Source: an optimization exercise on an open RTL-to-GDS flow (aim: small area). Production flows keep margins and buffers that such runs may drop.
Where RTL was checked, it was by simulation tests only, not by an equivalence proof against the original.
Power is estimated from default activity; no workload was simulated. The flow treats the clock pin as an ideal source, which a real chip does not have.

==> inputs of v12 <==
==> flow/design.v (excerpt) <==
module axi_bridge (
    input               axi_clk         ,
    input               axi_rst         ,
    input     [31:00]   axi_araddr      ,
    input     [02:00]   axi_arprot      ,
    output reg          axi_arready     ,
    input               axi_arvalid     ,
    output reg[31:00]   axi_rdata       ,
    input               axi_rready      ,
    output    [01:00]   axi_rresp       ,
    output reg          axi_rvalid      ,
    input     [31:00]   axi_awaddr      ,
    input     [02:00]   axi_awprot      ,
    output reg          axi_awready     ,
    input               axi_awvalid     ,
    input     [31:00]   axi_wdata       ,
    output reg          axi_wready      ,
    input     [03:00]   axi_wstrb       ,
    input               axi_wvalid      ,
    input               axi_bready      ,
    output    [01:00]   axi_bresp       ,
    output reg          axi_bvalid      ,
    output reg[31:00]   user_rd_data0   ,
    output reg[31:00]   user_rd_data1   ,
    output reg[31:00]   user_rd_data2   ,
    output reg[31:00]   user_rd_data3   ,
    output reg[31:00]   user_rd_data4   ,
    output reg[31:00]   user_rd_data5   ,
    output reg[31:00]   user_rd_data6   ,
    output reg[31:00]   user_rd_data7   ,
    input     [31:00]   user_wr_data0   ,
    input     [31:00]   user_wr_data1   ,
    input     [31:00]   user_wr_data2   ,
    input     [31:00]   user_wr_data3   ,
    input     [31:00]   user_wr_data4   ,
    input     [31:00]   user_wr_data5   ,
    input     [31:00]   user_wr_data6   ,
    input     [31:00]   user_wr_data7
);
Settings: LEC_CHECK=0, CAP_MARGIN=10, CORE_MARGIN=2, CORE_UTILIZATION=65, PLACE_DENSITY=0.8, SLEW_MARGIN=10; clock period 5.0 ns.
standard.sh (not shown) runs the stock make flow with config.mk's settings and CLKGATE_MAP_FILE= SYNTH_SCRIPT=/design/flow/synth_recipe.tcl, a recipe that flattens the netlist after the stock synthesis.
==> flow/flow/run.sh <==
#!/bin/bash
set -euo pipefail
export BUFFER_PORTS_ARGS="-buffer_cell sky130_fd_sc_hd__buf_1"
export CTS_ARGS="-sink_clustering_enable -repair_clock_nets -dont_use_dummy_load -sink_clustering_size 30 -sink_clustering_max_diameter 100"
bash standard.sh finish > flow_make.log 2>&1
==> inputs of v10, as changes to v12 <==
--- a/flow/design.v
+++ b/flow/design.v
@@ -119,39 +119,37 @@
         if (ld[7]) user_rd_data7 <= e2m;
     end
     wire [2:0] rw_w  = axi_araddr[4:2];
     wire       rd_hi = axi_araddr[5];
     wire       rd_ok = (axi_araddr[15:6] == 10'd0);
-    wire       rd_lo = rd_ok && !rd_hi;
-    wire       hit_c = commit && wa == rw_w;
-    wire       hit_0 = v0 && a0 == rw_w;
-    wire       hit_1 = v1 && a1 == rw_w;
-    reg [31:0] smp_w;
-    reg        q_b, q_e0, q_e1, q_e2;
-    reg  [7:0] q_y;
+    wire        rd_lo   = rd_ok && !rd_hi;
+    wire        hit_c   = commit && wa == rw_w;
+    wire        hit_0   = v0 && a0 == rw_w;
+    wire        hit_1   = v1 && a1 == rw_w;
+    wire        hit_2   = v2 && a2 == rw_w;
+    wire        sel_c   = rd_lo && hit_c;
+    wire        sel_0   = rd_lo && !hit_c && !c0 && hit_0;
+    wire        sel_1   = rd_lo && !hit_c && !c0 && !hit_0 && !c1 && hit_1;
+    wire        sel_2   = rd_lo && !hit_c && !c0 && !hit_0 && !c1 && !hit_1 && !c2 && hit_2;
+    wire        sel_y   = rd_lo && !hit_c && !c0 && !hit_0 && !c1 && !hit_1 && !c2 && !hit_2;
+    wire        sel_b   = rd_ok && rd_hi;
+    wire [255:0] ud_all = {user_rd_data7, user_rd_data6, user_rd_data5, user_rd_data4,
+                           user_rd_data3, user_rd_data2, user_rd_data1, user_rd_data0};
+    reg [31:0] rd_val;
+    integer k;
+    always @(*) begin
+        rd_val = ({32{sel_c}} & write_data) | ({32{sel_0}} & e0) |
+                 ({32{sel_1}} & e1) | ({32{sel_2}} & e2);
+        for (k = 0; k < 8; k = k + 1) begin
+            rd_val = rd_val | ({32{sel_y && rw_w == k}} & ud_all[k*32 +: 32])
+                            | ({32{sel_b && rw_w == k}} & smp_b[k*32 +: 32]);
+        end
+    end
     reg        rd_evt;
-    always @(posedge axi_clk) begin
-        smp_w <= smp_b[rw_w*32 +: 32];
-        q_b   <= rd_ok && rd_hi;
-        q_e0  <= rd_lo && hit_c;
-        q_e1  <= rd_lo && !hit_c && !c0 && hit_0;
-        q_e2  <= rd_lo && !hit_c && !c0 && !hit_0 && !c1 && hit_1;
-        q_y   <= {8{rd_lo && !hit_c && !c0 && !hit_0 && !c1 && !hit_1}} & (8'd1 << rw_w);
-    end
-    wire [31:0] rd_val =
-        ({32{q_b}}    & smp_w) |
-        ({32{q_e0}}   & e0) |
-        ({32{q_e1}}   & e1) |
-        ({32{q_e2}}   & e2) |
-        ({32{q_y[0]}} & user_rd_data0) |
-        ({32{q_y[1]}} & user_rd_data1) |
-        ({32{q_y[2]}} & user_rd_data2) |
-        ({32{q_y[3]}} & user_rd_data3) |
-        ({32{q_y[4]}} & user_rd_data4) |
-        ({32{q_y[5]}} & user_rd_data5) |
-        ({32{q_y[6]}} & user_rd_data6) |
-        ({32{q_y[7]}} & user_rd_data7);
+    reg [31:0] rd_next;
+    always @(posedge axi_clk)
+        rd_next <= rd_val;
     always @(posedge axi_clk or posedge axi_rst) begin
         if (axi_rst) begin
             axi_arready <= 1'b1;
             rd_evt      <= 1'b0;
             axi_rvalid  <= 1'b0;
@@ -162,9 +160,9 @@
             if (rd_evt)
                 axi_rvalid <= 1'b1;
             else if (axi_rready && axi_rvalid)
                 axi_rvalid <= 1'b0;
             if (rd_evt)
-                axi_rdata <= rd_val;
+                axi_rdata <= rd_next;
         end
     end
 endmodule
==> flow/flow/run.sh (replaced) <==
#!/bin/bash
# Standard layout, with the smallest buffer on the ports and a clock tree
# of larger sink clusters without dummy loads.
set -euo pipefail
export BUFFER_PORTS_ARGS="-buffer_cell sky130_fd_sc_hd__buf_1"
export CTS_ARGS="-sink_clustering_enable -repair_clock_nets -dont_use_dummy_load -sink_clustering_size 30 -sink_clustering_max_diameter 100"
bash standard.sh finish > flow_make.log 2>&1
Settings changed: CAP_MARGIN 10 to 20, CORE_UTILIZATION 65 to 40, PLACE_DENSITY 0.8 to 0.6, SLEW_MARGIN 10 to 20.
==> qor summary <==
	v10	v12
Power Total	13.3 mW	13.4 mW
Post-route worst hold slack	234 ps	269 ps
Number of distinct library cells after synthesis	75	33
#FFs+latches synth	986	998
Vias in the first global route	17073	16527
Total number of vias	17468	16407
# rows	99	75
Global-route wire length before repair	126000 microns	106000 microns
Max-Slew Margin vs Limit	24.3%	9.95%
Sequential portion of the cell area	67.5%	72.7%
Maximum operating frequency	271 MHz	379 MHz
CP max FO	14	40
R2R cell count	6	1
Total power per unit cell area	394 nW/um^2	421 nW/um^2
Worst Path Buf+Inv	1	0
Synth-to-layout area growth	15.8%	13.7%
Reg-to-Reg End	rd_next[25]$_DFF_P_	user_rd_data1[17]$_DFFE_PP_
Run status	complete, no violations	complete, no violations
Final non-filler cell area	33900 sq um	31800 sq um
Placed standard-cell area	32800 sq um	30800 sq um
Min Clock Period, post-route	3690 ps	2640 ps
Function not checked in v10: the RTL went through the layout flow alone.

-- static timing again, ports no longer ideal --
No port has a modelled driver above. Below, the same layouts with a new extraction and two added sets of constraints.
Step 1 sets driving cells, clkbuf_16 on the clock port and buf_2 on the other inputs (assumed; they add their load-dependent delay and slew).
Step 2 adds t to the input delays and takes it off the output delays; t is the mean of the earliest and latest rising clock arrival at the registers after step 1. Input paths then give back, and output paths get back, about the clock's delay inside the block.
Slacks: ideal / step 1 / step 2; pairs: ideal / step 1.
run	t (ns)	slack for setup (ns)	worst setup path after step 2	clock arrival spread, ns
v12	0.638	2.363 / 2.363 / 1.989	input to register	0.064 / 0.064
v10	0.645	1.308 / 1.338 / 0.693	input to register	0.074 / 0.074
After both steps setup and hold are still met in every run listed. The setup slack of v10, which loses most, moves by +0.030 ns with the drivers and by -0.615 ns with both steps.
